What follows belongs to an exercise in optimizing a design on an open flow for small area, a short achievable clock period and few clock cycles; a production flow would make more cautious choices. The RTL was checked by simulation tests, not by an equivalence proof against the original design. Power figures rest on the tool's default switching activity, not on a simulated workload.

`flow/design.v`:
```
module alu(
    input  [31:0] a,
    input  [31:0] b,
    input         sub,
    output [31:0] sum,
    output        n,
    output        z,
    output        c,
    output        v
);
    wire [31:0] bx = sub ? ~b : b;
    wire [32:0] s = {1'b0, a} + {1'b0, bx} + {32'd0, sub};
    assign sum = s[31:0];
    assign c = s[32];
    assign n = s[31];
    assign v = (a[31] == bx[31]) && (s[31] != a[31]);
    wire [31:0] cin_if_zero = {a[30:0] | bx[30:0], sub};
    assign z = &(~(a ^ bx ^ cin_if_zero));
endmodule
module shifter(
    input  [31:0] a,
    input  [15:0] amt,
    input         left,
    output [31:0] y
);
    function [31:0] rev(input [31:0] x);
        integer i;
        for (i = 0; i < 32; i = i + 1) rev[i] = x[31 - i];
    endfunction
    wire [31:0] x = left ? rev(a) : a;
    wire [31:0] r = x >> amt[4:0];
    wire big = |amt[15:5];
    wire [31:0] o = left ? rev(r) : r;
    assign y = big ? 32'd0 : o;
endmodule
module regs(
    input clk,
    input rst,
    input we,
    input [3:0] wa,
    input [31:0] wd,
    input [3:0] ra1,
    input [3:0] ra2,
    output [31:0] rd1,
    output [31:0] rd2
);
reg [31:0] rf[0:13];
wire [31:0] wd_r = rst ? 32'd0 : wd;
integer k;
always @(posedge clk) begin
    for (k = 0; k < 14; k = k + 1)
        if (rst || (we && wa == k[3:0]))
            rf[k] <= wd_r;
end
assign rd1 = (ra1 < 4'd14) ? rf[ra1] : 32'd0;
assign rd2 = (ra2 < 4'd14) ? rf[ra2] : 32'd0;
endmodule
module mul_unit(
    input  [31:0] acc,
    input  [31:0] mcand,
    input  [31:0] mplier,
    input         prev,
    output [31:0] sum,
    output        last
);
    wire b1 = mplier[1], b0 = mplier[0];
    wire one = b0 ^ prev;
    wire two = (b1 & ~b0 & ~prev) | (~b1 & b0 & prev);
    wire neg = b1;
    wire [31:0] pp = one ? mcand : (two ? {mcand[30:0], 1'b0} : 32'd0);
    assign sum = acc + (pp ^ {32{neg}}) + {31'd0, neg};
    assign last = (mplier[31:1] == 31'd0) || (mplier[31:1] == {31{1'b1}});
endmodule
module scc(
    input clk,
    input rst,
    output halt_f,
    output data_memory_read,
    output data_memory_write,
    input [31:0] instruction_memory_v,
    input [31:0] data_memory_in_v,
    output [31:0] data_memory_out_v,
    output [31:0] data_memory_a,
    output [31:0] programCounter
);
reg [31:0] pc;
reg        halted;
reg [3:0]  nzcv;             
reg        ex_v;
reg        ex_add, ex_sub, ex_and, ex_or, ex_xor, ex_not, ex_mul;
reg        ex_lsl, ex_lsr, ex_pass, ex_movt, ex_movf, ex_savf;
reg        ex_ld, ex_st, ex_br, ex_halt, ex_aluS, ex_mulS;
reg        ex_wr;            
reg        ex_wpc;           
reg [3:0]  ex_rd;
reg [31:0] opA, opB;
reg [15:0] imm_ex;
reg [31:0] acc;
reg        bprev;
reg        mem_ld, mem_st, mem_we, mem_ldpc;
reg [3:0]  mem_rd;
reg [31:0] mem_res, mem_data;
assign programCounter    = pc;
assign halt_f            = halted;
assign data_memory_read  = mem_ld;
assign data_memory_write = mem_st;
assign data_memory_a     = mem_res;
assign data_memory_out_v = mem_data;
wire [31:0] ins = instruction_memory_v;
wire [1:0]  cls = ins[31:30];
wire        A   = ins[29];
wire        S   = ins[28];
wire [2:0]  op  = ins[27:25];
wire [3:0]  rd  = ins[24:21];
wire [3:0]  rn  = ins[20:17];
wire [3:0]  rm  = ins[16:13];
wire [15:0] imm = ins[15:0];
wire [31:0] simm = {{16{imm[15]}}, imm};
wire c_aluimm = (cls == 2'd0) & A;
wire c_spec   = (cls == 2'd0) & ~A;
wire c_alureg = (cls == 2'd1);
wire c_alu    = c_aluimm | c_alureg;
wire c_mem    = (cls == 2'd2);
wire c_sys    = (cls == 2'd3);
wire d_mul   = c_alu & (op == 3'd0);
wire d_add   = c_alu & (op == 3'd1);
wire d_sub   = c_alu & (op == 3'd2);
wire d_and   = c_alu & (op == 3'd3);
wire d_or    = c_alu & (op == 3'd4);
wire d_xor   = c_alu & (op == 3'd5);
wire d_not   = c_alu & (op == 3'd6);
wire d_mov   = c_spec & (op == 3'd0);
wire d_movt  = c_spec & (op == 3'd1);
wire d_set   = c_spec & (op == 3'd3);
wire d_lsl   = c_spec & (op == 3'd4);
wire d_lsr   = c_spec & (op == 3'd5);
wire d_savf  = c_spec & (op == 3'd6) & S;
wire d_movf  = c_spec & (op == 3'd6) & ~S;
wire d_pass  = c_spec & ((op == 3'd0) | (op == 3'd2) | (op == 3'd3) | (op == 3'd7));
wire d_ld    = c_mem & ~ins[25];
wire d_st    = c_mem & ins[25];
wire d_halt  = c_sys & S;
wire d_br    = c_sys & ~S & ~ins[27] & (ins[26:25] == 2'd2);
wire d_b     = c_sys & ~S & ~ins[27] & (ins[26:25] == 2'd0);
wire d_bcond = c_sys & ~S & ~ins[27] & (ins[26:25] == 2'd1);
wire d_issue = c_alu | c_spec | c_mem | d_halt | d_br;
wire d_wrd   = c_alu | (c_spec & ~d_savf) | d_ld;
wire [3:0] rb = c_alureg ? rm : rd;
wire useA = c_alu | d_lsl | d_lsr | c_mem;
wire useB = c_alureg | d_st | d_movt | d_savf | d_br;
wire [31:0] rfA, rfB;
wire [31:0] wb_data = mem_ld ? data_memory_in_v : mem_res;
regs registers(
    .clk(clk), .rst(rst),
    .we(mem_we), .wa(mem_rd), .wd(wb_data),
    .ra1(rn), .ra2(rb),
    .rd1(rfA), .rd2(rfB)
);
wire [31:0] sum;
wire an, az, ac, av;
alu alu0(.a(opA), .b(opB), .sub(ex_sub), .sum(sum), .n(an), .z(az), .c(ac), .v(av));
wire [31:0] shres;
shifter sh0(.a(opA), .amt(imm_ex), .left(ex_lsl), .y(shres));
wire [31:0] mul_sum;
wire mul_last;
mul_unit mu0(.acc(acc), .mcand(opA), .mplier(opB), .prev(bprev), .sum(mul_sum), .last(mul_last));
wire [31:0] lres = ({32{ex_and}} & (opA & opB)) |
                   ({32{ex_or}}  & (opA | opB)) |
                   ({32{ex_xor}} & (opA ^ opB)) |
                   ({32{ex_not}} & ~opA);
wire ex_arith = ex_add | ex_sub;
wire [31:0] ex_result =
    ({32{ex_arith}} & sum) |
    lres |
    ({32{ex_lsl | ex_lsr}} & shres) |
    ({32{ex_pass}} & opB) |
    ({32{ex_movt}} & {imm_ex, opB[15:0]}) |
    ({32{ex_movf}} & {28'd0, nzcv}) |
    ({32{ex_mul}}  & mul_sum);
wire        lz = ~|lres;
wire [3:0]  alu_flags = ex_arith ? {an, az, ac, av} : {lres[31], lz, 2'b00};
wire [31:0] agu_base = ex_br ? opB : opA;
wire [31:0] agu_off  = {{16{imm_ex[15]}}, imm_ex} ^ {32{ex_br}};
wire [31:0] agu      = agu_base + agu_off + {31'd0, ex_br};
wire mem_redirect = mem_ldpc;
wire mul_busy     = ex_v & ex_mul & ~mul_last;
wire ex_commit    = ex_v & ~mul_busy & ~mem_redirect;
wire ex_redirect  = ex_commit & (ex_br | ex_wpc);
wire ex_halting   = ex_commit & ex_halt;
wire [31:0] ex_target = ex_br ? agu : ex_result;
wire fa_ex  = ex_wr & (ex_rd == rn);
wire fa_mem = mem_we & (mem_rd == rn);
wire fb_ex  = ex_wr & (ex_rd == rb);
wire fb_mem = mem_we & (mem_rd == rb);
wire [31:0] fwdA = fa_ex ? ex_result : (fa_mem ? wb_data : rfA);
wire [31:0] immB = c_aluimm ? simm : (d_mov ? {16'd0, imm} : (d_set ? 32'hFFFFFFFF : 32'd0));
wire [31:0] selB = useB ? rfB : immB;
wire [31:0] fwdB = (useB & fb_ex) ? ex_result : ((useB & fb_mem) ? wb_data : selB);
wire [3:0] fl = (ex_v & ex_savf) ? opB[3:0] : ((ex_v & ex_aluS) ? alu_flags : nzcv);
reg cond;
always @(*) begin
    case (rd)
        4'd0:  cond = fl[2];
        4'd1:  cond = ~fl[2];
        4'd2:  cond = fl[1];
        4'd3:  cond = ~fl[1];
        4'd4:  cond = fl[3];
        4'd5:  cond = ~fl[3];
        4'd6:  cond = fl[0];
        4'd7:  cond = ~fl[0];
        4'd8:  cond = fl[1] & ~fl[2];
        4'd9:  cond = ~fl[1] | fl[2];
        4'd10: cond = (fl[3] == fl[0]);
        4'd11: cond = (fl[3] != fl[0]);
        4'd12: cond = ~fl[2] & (fl[3] == fl[0]);
        4'd13: cond = fl[2] | (fl[3] != fl[0]);
        4'd14: cond = 1'b1;
        default: cond = 1'b0;
    endcase
end
wire fd_taken = d_b | (d_bcond & cond);
wire load_use = ex_v & ex_ld & ex_wr &
                ((useA & (rn == ex_rd)) | (useB & (rb == ex_rd)));
wire branch_wait = d_bcond & ex_v & ex_mulS;
wire stall = mul_busy | load_use | branch_wait;
wire run = ~halted;
wire fd_go = run & ~stall & ~ex_redirect & ~mem_redirect & ~ex_halting;
wire issue = fd_go & d_issue;
wire [31:0] pc_plus4  = pc + 32'd4;
wire [31:0] pc_target = pc + simm;
reg  [31:0] pc_next;
always @(*) begin
    if (!run)                    pc_next = pc;
    else if (mem_redirect)       pc_next = data_memory_in_v;
    else if (ex_redirect)        pc_next = ex_target;
    else if (!fd_go)             pc_next = pc;
    else if (fd_taken)           pc_next = pc_target;
    else                         pc_next = pc_plus4;
end
always @(posedge clk) begin
    if (rst) begin
        pc     <= 32'd0;
        halted <= 1'b0;
        nzcv   <= 4'd0;
        ex_v   <= 1'b0;
        ex_wr  <= 1'b0;
        mem_ld <= 1'b0;
        mem_st <= 1'b0;
        mem_we <= 1'b0;
        mem_ldpc <= 1'b0;
    end else begin
        pc <= pc_next;
        if (ex_halting) halted <= 1'b1;
        if (ex_commit) begin
            if (ex_savf)
                nzcv <= opB[3:0];
            else if (ex_aluS)
                nzcv <= alu_flags;
            else if (ex_mulS)
                nzcv <= {mul_sum[31], ~|mul_sum, 2'b00};
        end
        if (!mul_busy || mem_redirect) begin
            ex_v  <= issue;
            ex_wr <= issue & d_wrd & (rd < 4'd14);
        end
        mem_ld   <= ex_commit & ex_ld;
        mem_st   <= ex_commit & ex_st;
        mem_we   <= ex_commit & ex_wr;
        mem_ldpc <= ex_commit & ex_ld & (ex_rd == 4'd15);
    end
end
always @(posedge clk) begin
    if (!mul_busy) begin
        ex_add  <= d_add;
        ex_sub  <= d_sub;
        ex_and  <= d_and;
        ex_or   <= d_or;
        ex_xor  <= d_xor;
        ex_not  <= d_not;
        ex_mul  <= d_mul;
        ex_lsl  <= d_lsl;
        ex_lsr  <= d_lsr;
        ex_pass <= d_pass;
        ex_movt <= d_movt;
        ex_movf <= d_movf;
        ex_savf <= d_savf;
        ex_ld   <= d_ld;
        ex_st   <= d_st;
        ex_br   <= d_br;
        ex_halt <= d_halt;
        ex_aluS <= c_alu & S & ~d_mul;
        ex_mulS <= d_mul & S;
        ex_wpc  <= d_wrd & (rd == 4'd15) & ~d_ld;
        ex_rd   <= rd;
        imm_ex  <= imm;
        opA     <= fwdA;
        opB     <= fwdB;
        acc     <= 32'd0;
        bprev   <= 1'b0;
    end else begin
        opA   <= {opA[29:0], 2'b00};
        opB   <= {{2{opB[31]}}, opB[31:2]};
        acc   <= mul_sum;
        bprev <= opB[1];
    end
end
always @(posedge clk) begin
    mem_rd   <= ex_rd;
    mem_res  <= (ex_ld | ex_st) ? agu : ex_result;
    mem_data <= opB;
end
endmodule
```
`flow/run.sh`:
```
#!/bin/bash
# synth_recipe.tcl (not shown) runs the flow's synth.tcl, then flattens the netlist and writes it again
# the make line also repeats each setting of config.mk as NAME=value (left out here)
make -C /OpenROAD-flow-scripts/flow DESIGN_CONFIG=/design/flow/config.mk WORK_HOME=/design/flow/orfs CLKGATE_MAP_FILE= SYNTH_SCRIPT=/design/flow/synth_recipe.tcl finish
```
`flow/config.mk`:
```
export PLATFORM = sky130hd
export DESIGN_NAME = scc
export DESIGN_NICKNAME = scc
export VERILOG_FILES = /design/flow/design.v
export SDC_FILE = /design/flow/constraint.sdc
export NUM_CORES = 4
export LEC_CHECK = 0
export CAP_MARGIN = 20
export CORE_MARGIN = 2
export CORE_UTILIZATION = 40
export SETUP_SLACK_MARGIN = 0.2
export SLEW_MARGIN = 20
```
`flow/constraint.sdc`:
```
create_clock -name core_clock -period 12.0 [get_ports {clk}]
set_input_delay 2.4000 -clock core_clock [delete_from_list [all_inputs] [get_ports {clk}]]
set_output_delay 2.4000 -clock core_clock [all_outputs]
set_load 0.01 [all_outputs]
```
==> run notes <==
[flip-flops by register name (all words and copies together) (netlist names), 4 cells and up]
name / count
imm_ex: 16
mem_rd: 4
ex_rd: 4
opA: 32
acc: 32
pc: 32
mem_res: 32
registers.rf: 448
opB: 32
nzcv: 4
mem_data: 32
[routing by layer]
| layer | wire, µm | share of wire (%) | track usage (%) | vias up |
|---|---|---|---|---|
| met3 | 24900 | 12 | 8.72 | 778 |
| met2 | 86300 | 42 | 50.7 | 3208 |
| met4 | 15000 | 7.3 | 21.8 | 2 |
| li1 | - | - | - | 17800 |
| met5 | 13 | 0.0064 | 0 | - |
| met1 | 78400 | 38 | 45.7 | 20400 |
[synth_stat cells (11+ instances only)]
cell,number
a22o_1,60
or3_1,21
clkbuf_1,310
buf_1,38
ha_1,218
nand2b_1,62
mux4_2,41
a221oi_1,154
a211oi_1,50
nand2_1,352
o21a_1,24
or2_2,15
xor2_1,135
mux2i_1,91
nor2b_1,17
o2111ai_1,39
buf_2,12
o22ai_1,42
nor3_1,63
a22oi_1,304
o21ai_1,12
inv_1,154
nand4_1,82
o21bai_1,34
a21oi_1,244
mux2_2,31
nor2_1,358
o31ai_1,11
a221o_1,19
xnor2_1,98
nor4_1,27
nand3_1,144
and3_1,23
a31oi_1,30
o221ai_1,48
edfxtp_1,489
o211ai_1,65
and2_1,25
o21ai_0,245
a21o_1,57
dfxtp_1,207
[logic make-up (layout without fill, tap and decap cells)]
logic type,count (synthesis),after routing
xor gates and xnor gates,233,233
and+or+nand+nor,1230,1230
buffers and inverters,525,593
DFF,696,696
muxes,166,166
AOI/OAI and AO/OA,1547,1547
adders and majority gates,222,222
[worst paths after layout]
| path | slack, ns | endpoint | cells after the start | startpoint |
|---|---|---|---|---|
| max | 4.82 | pc[31] | 13 | instruction_memory_v[30] |
| min | 0.48 | pc[0] | 2 | pc[0] |
| max reg2reg | 4.91 | nzcv[2] | 18 | bprev |
| min reg2reg | 0.48 | pc[0] | 2 | pc[0] |
[cell type report]
type	count	area [µm²]
Inverter	161	609
Tap cell	1488	1860
Clock inverter	45	490
Sequential cell	696	18800
Timing Repair Buffer	291	2590
Clock buffer	96	2100
Fill cell	10500	60000
Multi-Input combinational cell	3398	24200
[worst register-to-register path, delay by kind of cell, from the launching register on]
family	cells	cell delay, ns
flops	1	0.31
simple gates	5	2.05
compound gates	7	2.48
xor+xnor	2	0.84
fa+ha+maj	1	0.42
buf+inv	3	0.91
[report_power, final]
group          leakage [nW]  switching [mW]  total, mW  internal (mW)
Combinational          10.7            1.95       3.00           1.05
Clock                  1.27            1.08       2.47           1.39
Sequential             6.78           0.435       3.44           3.01
[per-stage QoR]
step | instances | util, % | total power, mW | hold slack, ns
6_report | 6175 | 45.8 | 8.91 | 0.483
5_1_grt | 6175 | 45.8 | 9.16 | 0.505
4_1_cts | 6175 | 45.7 | 8.77 | 0.481
3_5_place_dp | 6034 | 43.4 | 6.31 | 0.471
3_3_place_gp | 6034 | 43.4 | 6.31 | 0.471
2_1_floorplan | 4619 | - | 4.97 | 0.354
==> impl_metrics.toml <==
[run_status]
outcome = "finished clean"

[detailed_routing]
routed_wl_mm = 205
ant_nets = 0
drcViolationCount = 0
firstDrtPassIters = 6
post_drt_wl_per_cell_um = 33.1
vias = 42200
drt_iter0_markers = 7020
viasPerCell = 6.83

[placement]
dpl_worst_slack_ns = 4.15
place.gp.congestion = 1.04
dp_hpwl_mm = 139
port_buffers = 164
dpl-instance-area_mm2 = 0.0480

[setup_path]
cp_max_fo = 16
worstPathArrival_ns = 7.77
crit_chain = "clkdlybuf4s50_1, nor2b_1, mux2i_1, xnor2_1, nor4_2, a32oi_1, o21ai_1, nand2_1, nand2b_1, nor2_1, and3_1, a221o_1, a211oi_1"
endpoint_kind = "flip-flop"
crit_slowest_cell = "nor2b_1"
critical-path-top-delay-family = "simple AND/OR/NAND/NOR gates"
max_stage_delay_ns = 0.91
crit_buf_inv = 1
cp_data_required_time_ns = 12.58
worstSetupStartpointType = "input port"
crit_type = "input port to flip-flop"

[clock_network]
cts-root-buf = "clkbuf_16"
cts_tree = "yes"
cts_max_path_buffers = 3
post_cts_buffers = 0
clkTransAtPathRegs_ns = 0.06
cts-hold-fix-buffers = 0
cts-resized-gates = 0
h-tree-depth = 3
clock_sinks = 696
insertion_delay_ns = 0.68
cts_buffers = 78

[grt]
grt_pass1_wl_mm = 285
grt_use_total_pct = 34.7
antenna_found_initial = 5
grt_max_degree = 78
grt_overflow = 0
grt_pass1_vias = 38800

[power_and_ir_drop]
ir_drop_v = 0.000126
leakagePower_nw = 18.7
power_density_mw_per_mm2 = 176

[floorplanning]
design.core.area_mm2 = 0.111
pin_count = 165
start_util_pct = 40.3
rows = 122
die_w_um = 338
dieArea_mm2 = 0.114
die_h_um = 338

[timing]
fin_crit_sh_pct = 59.9
slew_headroom_pct = 14.5
fin_crit_ns = 7.18
hold_viol = 0
grt_setup_unrepaired = "no"
tns_ns = 0
skew_ns = 0.0464
setup_viol = 0
drv_slew = 0
fin_ws_ns = 4.82
fmax_mhz = 139
worst_pin_slew_ns = 1.28

[logic_synthesis]
muxShareOfSynthArea_pct = 4.99
ys_ff_latch = 696
syn_nets = 4907
synth_area_mm2 = 0.0446
synth.distinct_cells = 96
yosys_warnings = 4
synth_area_per_cell_um2 = 9.65
synth_top_family_by_area = "compound AO/OA/AOI/OAI gates"
async_reset_ff_share_pct = 0
ys_seq_area_share_pct = 42.2
synth_compound_area_share_pct = 24.5
synth_top_area_share_pct = 32.9
netlist_instances = 4619
synthAdderAreaFrac_pct = 6.30
synth-xor-area-share_pct = 4.58
yosysTopAreaCell = "edfxtp_1"
synth_edf_count = 489
ys_dominant_reg_cell = "edfxtp_1"
ys_top_cells_by_area = "edfxtp_1 33%, dfxtp_1 9.3%, ha_1 6.1%, a22oi_1 5.1%, a221oi_1 3.0%"
yosys.area_share.simple_pct = 12.9

[final_layout]
drive_gt1_share_pct = 9.22
mostFrequentLayoutCells = "489 x edfxtp_1, 351 x nand2_1, 334 x nor2_1"
fin_nets = 4914
num_antenna_cells = 0
final_area_mm2 = 0.0506
layout_commonest_cell = "edfxtp_1"
syn2layout_area_growth_pct = 13.6

[hold_path]
hp-class = "flip-flop to flip-flop"

[job]
drv_cap = 0
Testbench counts, summed over its fixed seeds: cycles 68,332.

separate check: timing with driven ports:
How much do the figures lean on ideal ports? The routed layout below was timed once more, with nothing changed but the port constraints. Step 1 assumes that a clkbuf_16 drives the clock port and a buf_2 every other input. Step 2 adds t to the input delays and takes it off the output delays; t is the mean of the earliest and latest rising clock arrival at the registers after step 1. Input paths then give back, and output paths get back, about the clock's delay inside the block. Three values: ideal, step 1, step 2; two values: the first two.
t, ns: 0.738
slack for setup (ns): 4.816 / 4.835 / 4.097
worst hold slack (ns): 0.483 / 0.483 / 0.483
worst setup path after step 2: input to register
cell pins on the clock port's net: 1
After both steps this run still meets setup and hold. The setup slack of this run moves by +0.019 ns with the drivers and by -0.719 ns with both steps.
